Source: an optimization exercise on an open RTL-to-GDS flow (aim: small area, a short achievable clock period and few clock cycles per item). Production flows keep margins and buffers that such runs may drop.
At most, simulation tests tie the RTL to the original design; equivalence was not proved.
Power figures rest on the tool's default switching activity, not on a simulated workload.

Setup of the previous run:
==> module SQRTLOG, before the edit <==
module SQRTLOG #(parameter NBITS = 20, M = 10, N = 10)
              (input logic clock, reset,
               input logic [1:0] op,
               input logic [NBITS-1:0] data_in,
               output logic done,
               output logic [NBITS-1:0] data_out);
  logic [16:0] w;
  logic [9:0]  f;
  logic [4:0]  ext;
  logic [16:0] r;
  assign f   = w[9:0];
  assign ext = w[14:10];
  assign r   = w;
  logic [1:0]  pr;      
  logic [1:0]  opr;     
  logic [3:0]  cnt;     
  logic [19:0] n16, n8, n4, n2, n1;
  logic [4:0]  lz;
  always_comb begin
    lz[4] = ~|data_in[19:4];
    n16   = lz[4] ? {data_in[3:0], 16'd0} : data_in;
    lz[3] = ~|n16[19:12];
    n8    = lz[3] ? {n16[11:0], 8'd0} : n16;
    lz[2] = ~|n8[19:16];
    n4    = lz[2] ? {n8[15:0], 4'd0} : n8;
    lz[1] = ~|n4[19:18];
    n2    = lz[1] ? {n4[17:0], 2'd0} : n4;
    lz[0] = ~n2[19];
    n1    = lz[0] ? {n2[18:0], 1'b0} : n2;
  end
  logic [9:0] f0;
  assign f0 = n1[18:9];                         
  logic [4:0] lzp;
  always_comb begin
    lzp = 5'd31;
    for (int i = 0; i < 20; i++)
      if (data_in[i]) lzp = 5'(19 - i);
  end
  logic [24:0] a0;
  logic [13:0] t308, t710;
  logic [14:0] te;
  always_comb begin
    case (lzp)
      5'd0: begin te = 15'h0009; t308 = 14'h0ad4; t710 = 14'h18f6; end
      5'd1: begin te = 15'h0008; t308 = 14'h09a0; t710 = 14'h1630; end
      5'd2: begin te = 15'h0007; t308 = 14'h086c; t710 = 14'h136a; end
      5'd3: begin te = 15'h0006; t308 = 14'h0738; t710 = 14'h10a4; end
      5'd4: begin te = 15'h0005; t308 = 14'h0604; t710 = 14'h0dde; end
      5'd5: begin te = 15'h0004; t308 = 14'h04d0; t710 = 14'h0b18; end
      5'd6: begin te = 15'h0003; t308 = 14'h039c; t710 = 14'h0852; end
      5'd7: begin te = 15'h0002; t308 = 14'h0268; t710 = 14'h058c; end
      5'd8: begin te = 15'h0001; t308 = 14'h0134; t710 = 14'h02c6; end
      5'd9: begin te = 15'h0000; t308 = 14'h0000; t710 = 14'h0000; end
      5'd10: begin te = 15'h7fff; t308 = 14'h3ecc; t710 = 14'h3d3a; end
      5'd11: begin te = 15'h7ffe; t308 = 14'h3d98; t710 = 14'h3a74; end
      5'd12: begin te = 15'h7ffd; t308 = 14'h3c64; t710 = 14'h37ae; end
      5'd13: begin te = 15'h7ffc; t308 = 14'h3b30; t710 = 14'h34e8; end
      5'd14: begin te = 15'h7ffb; t308 = 14'h39fc; t710 = 14'h3222; end
      5'd15: begin te = 15'h7ffa; t308 = 14'h38c8; t710 = 14'h2f5c; end
      5'd16: begin te = 15'h7ff9; t308 = 14'h3794; t710 = 14'h2c96; end
      5'd17: begin te = 15'h7ff8; t308 = 14'h3660; t710 = 14'h29d0; end
      5'd18: begin te = 15'h7ff7; t308 = 14'h352c; t710 = 14'h270a; end
      5'd19: begin te = 15'h7ff6; t308 = 14'h33f8; t710 = 14'h2444; end
      default: begin te = 'x; t308 = 'x; t710 = 'x; end
    endcase
    case (op)
      2'd2:    a0 = {{11{t308[13]}}, t308};
      2'd3:    a0 = {{11{t710[13]}}, t710};
      default: a0 = {te, 10'd0};
    endcase
  end
  logic [3:0]  top4;
  logic [1:0]  pr0;
  logic [3:0]  cnt_sq0;
  logic [16:0] r0;
  logic [19:0] q0;
  logic        nz;
  assign top4    = n2[19:16];
  assign pr0     = n2[15:14];
  assign cnt_sq0 = 4'd12 - {1'b0, lz[4:2], lz[1]};
  assign nz      = |n2[19:18];
  logic [4:0] rq;
  always_comb begin
    case (top4)
      4'd0: rq = 5'bxxxxx;
      4'd1: rq = 5'bxxxxx;
      4'd2: rq = 5'bxxxxx;
      4'd3: rq = 5'bxxxxx;
      4'd4: rq = 5'd0;
      4'd5: rq = 5'd2;
      4'd6: rq = 5'd4;
      4'd7: rq = 5'd6;
      4'd8: rq = 5'd8;
      4'd9: rq = 5'd1;
      4'd10: rq = 5'd3;
      4'd11: rq = 5'd5;
      4'd12: rq = 5'd7;
      4'd13: rq = 5'd9;
      4'd14: rq = 5'd11;
      4'd15: rq = 5'd13;
    endcase
    r0 = nz ? {13'd0, rq[4:1]} : 17'd0;
    q0 = nz ? {18'd0, 1'b1, rq[0]} : 20'd0;
  end
  logic [16:0] rn;
  logic        qb;
  assign rn = {r[14:0], pr} + {data_out[14:0] ^ {15{~r[16]}}, 2'b11};
  assign qb = ~rn[16];
  logic [1:0] prn;
  always_comb begin
    prn = 2'b00;
    for (int j = 5; j < 15; j++)
      if (cnt == 4'(j + 1)) prn = data_in[2*j-9 -: 2];
  end
  logic        b, b0;
  logic [11:0] s;
  logic [9:0]  fn;
  assign b  = f >= 10'd425;
  assign b0 = b ? (f >= 10'd699) : (f >= 10'd195);
  sqstep u_sq (.f(f), .s(s));
  assign fn = b ? {s[11], s[9:1]} : s[9:0];
  logic [1:0]  m;
  logic [11:0] mk;
  logic [24:0] ax, an;
  logic [12:0] lo;
  assign m = (cnt == 4'd0) ? {b, b0} : {1'b0, b};
  always_comb begin
    case (opr)
      2'd2:    mk = 12'(m * 10'd308);
      2'd3:    mk = 12'(m * 10'd710);
      default: mk = {m, 10'd0};
    endcase
  end
  assign ax = (cnt == 4'd0) ? {ext[2:0], data_out, 2'b00} : {ext[3:0], data_out, 1'b0};
  assign lo = {1'b0, ax[11:0]} + {1'b0, mk};
  always_comb begin
    an[11:0] = lo[11:0];
    for (int i = 12; i < 25; i++)
      an[i] = ax[i] ^ (lo[12] & (&(ax[24:12] | (13'h1fff << (i - 12)))));
  end
  always_ff @(posedge clock) begin
    if (reset) begin
      done <= (op != 2'd0) && (f0 == 10'd0);
      pr   <= pr0;
      opr  <= op;
      if (op == 2'd0) begin
        w        <= r0;
        data_out <= q0;
        cnt      <= cnt_sq0;
      end else begin
        w        <= {2'b00, a0[24:20], f0};
        data_out <= a0[19:0];
        cnt      <= 4'd8;
      end
    end else begin
      cnt <= cnt - 4'd1;
      pr  <= prn;
      if (opr == 2'd0)
        w <= rn;
      else
        w <= {2'b00, an[24:20], fn};
      if (!done) begin
        if (cnt == 4'd0) done <= 1'b1;
        if (opr == 2'd0)
          data_out <= {data_out[18:0], qb};
        else if (cnt == 4'd0)
          data_out <= {{5{an[24]}}, an[24:10]};
        else
          data_out <= an[19:0];
      end
    end
  end
endmodule
make LEC_CHECK=0 CAP_MARGIN=20 CORE_MARGIN=2 CORE_UTILIZATION=40 SETUP_SLACK_MARGIN=3.5 SLEW_MARGIN=20 finish   # period 8.0 ns
run.sh (not shown) runs the stock make flow with config.mk's settings and CLKGATE_MAP_FILE= SYNTH_SCRIPT=/design/flow/synth_recipe.tcl, a recipe that flattens the netlist after the stock synthesis.
The previous run closes out successfully: all stages finished, all timing, DRC and antenna checks passed.
> inputs changed (the previous run -> the current run)
-- flow/design.v --
<<< the previous run, line 70
    endcase
  end
  logic [3:0]  top4;
  logic [1:0]  pr0;
>>> the current run, line 70
    endcase
  end
  logic [21:0] dx;
  logic [3:0]  top4;
  logic [1:0]  pr0;
<<< the previous run, line 76
  logic [19:0] q0;
  logic        nz;
  assign top4    = n2[19:16];
  assign pr0     = n2[15:14];
  assign cnt_sq0 = 4'd12 - {1'b0, lz[4:2], lz[1]};
  assign nz      = |n2[19:18];
  logic [4:0] rq;
  always_comb begin
>>> the current run, line 77
  logic [19:0] q0;
  logic        nz;
  assign dx = {data_in, 2'b00};                 
  always_comb begin
    top4 = '0; pr0 = '0; cnt_sq0 = 4'd3;
    for (int k = 0; k < 10; k++)
      if (data_in[2*k+1 -: 2] != 2'b00) begin
        top4    = dx[2*k+3 -: 4];
        pr0     = (k >= 2) ? dx[2*k-1 -: 2] : 2'b00;
        cnt_sq0 = 4'(3 + k);
      end
  end
  assign nz   = |data_in;
  logic [4:0] rq;
  always_comb begin
<<< the previous run, line 120
  sqstep u_sq (.f(f), .s(s));
  assign fn = b ? {s[11], s[9:1]} : s[9:0];
  logic [1:0]  m;
  logic [11:0] mk;
  logic [24:0] ax, an;
  logic [12:0] lo;
  assign m = (cnt == 4'd0) ? {b, b0} : {1'b0, b};
  always_comb begin
    case (opr)
      2'd2:    mk = 12'(m * 10'd308);
      2'd3:    mk = 12'(m * 10'd710);
      default: mk = {m, 10'd0};
    endcase
  end
  assign ax = (cnt == 4'd0) ? {ext[2:0], data_out, 2'b00} : {ext[3:0], data_out, 1'b0};
  assign lo = {1'b0, ax[11:0]} + {1'b0, mk};
  always_comb begin
    an[11:0] = lo[11:0];
    for (int i = 12; i < 25; i++)
      an[i] = ax[i] ^ (lo[12] & (&(ax[24:12] | (13'h1fff << (i - 12)))));
  end
  always_ff @(posedge clock) begin
    if (reset) begin
>>> the current run, line 128
  sqstep u_sq (.f(f), .s(s));
  assign fn = b ? {s[11], s[9:1]} : s[9:0];
  logic [9:0] kk;
  logic       k10;
  assign kk  = (opr == 2'd2) ? 10'd308 : (opr == 2'd3) ? 10'd710 : 10'd0;
  assign k10 = (opr == 2'd1);
  function automatic logic [24:0] addk(input logic [24:0] a);
    logic [10:0] c;
    logic        ci;
    logic [24:0] y;
    c[0] = 1'b0;
    for (int i = 0; i < 10; i++) begin
      y[i]   = a[i] ^ kk[i] ^ c[i];
      c[i+1] = kk[i] ? (a[i] | c[i]) : (a[i] & c[i]);
    end
    ci = c[10] | k10;
    for (int i = 10; i < 25; i++)
      y[i] = a[i] ^ (ci & (&(a[24:10] | (15'h7fff << (i - 10)))));
    addk = y;
  endfunction
  logic [24:0] a2, an, a4, af;
  assign a2 = {ext[3:0], data_out, 1'b0};
  assign an = b ? addk(a2) : a2;
  assign a4 = {an[23:0], 1'b0};
  assign af = b0 ? addk(a4) : a4;
  always_ff @(posedge clock) begin
    if (reset) begin
<<< the previous run, line 165
          data_out <= {data_out[18:0], qb};
        else if (cnt == 4'd0)
          data_out <= {{5{an[24]}}, an[24:10]};
        else
          data_out <= an[19:0];
>>> the current run, line 177
          data_out <= {data_out[18:0], qb};
        else if (cnt == 4'd0)
          data_out <= {{5{af[24]}}, af[24:10]};
        else
          data_out <= an[19:0];
--- outcome ---
- Compared with the previous run, the current run shows a lower final cycle utilization of the critical path.
- On global-route wire length before repair, the higher figure sits with the current run, not the previous run.
- Between the previous run and the current run, the flow reports synthesized area increasing by a few percent.
- The current run closes out successfully: all stages finished, all timing, DRC and antenna checks passed.
- The previous run ended up with fewer cell instances than the current run did.
- The via count in the current run sits 292 above the value recorded for the previous run.
- Area: the current run vs the previous run -> the current run smaller
- Going from the previous run to the current run, peak clock frequency supported by timing increased 1.7%; standard-cell row count increased 1.9%; final HPWL from detailed placement increased 3.7%; switching share of total power decreased 0.29 points; number of buffers added on ports essentially unchanged.
- The current run vs the previous run, number of gates on the worst path with buffers counted went up by 1.
- The data required time of the worst path on the previous run is in line with that on the current run.
Testbench counts of the current run, summed over its fixed seeds: cycles 17,952, ops 1,920.
Only the layout flow was run in the previous run; the RTL was not checked for function there.

-- port drivers added, routing unchanged --
The results above use ideal ports. As a check the final layouts listed here were re-extracted and re-timed, cells and wires unchanged. Step 1: set_driving_cell puts a clkbuf_16 on clock and a buf_2 on each other input, an assumption about the parent block. Step 2 times the ports against the registers' clock, not the clock port: input delays grow and output delays shrink by t, the midpoint of the rising clock arrivals with the driver on. Slacks: ideal / step 1 / step 2; pairs: ideal / step 1.
run	t, ns	slack for setup (ns)	worst hold slack (ns)	clock arrival spread, ns
the previous run	0.340	3.602 / 3.620 / 3.280	0.548 / 0.548 / 0.548	0.008 / 0.008
the current run	0.338	3.675 / 3.680 / 3.358	0.548 / 0.548 / 0.548	0.008 / 0.009
After both steps every run listed still meets setup and hold. The setup slack of the previous run, which loses most, moves by +0.018 ns with the drivers and by -0.322 ns with both steps.
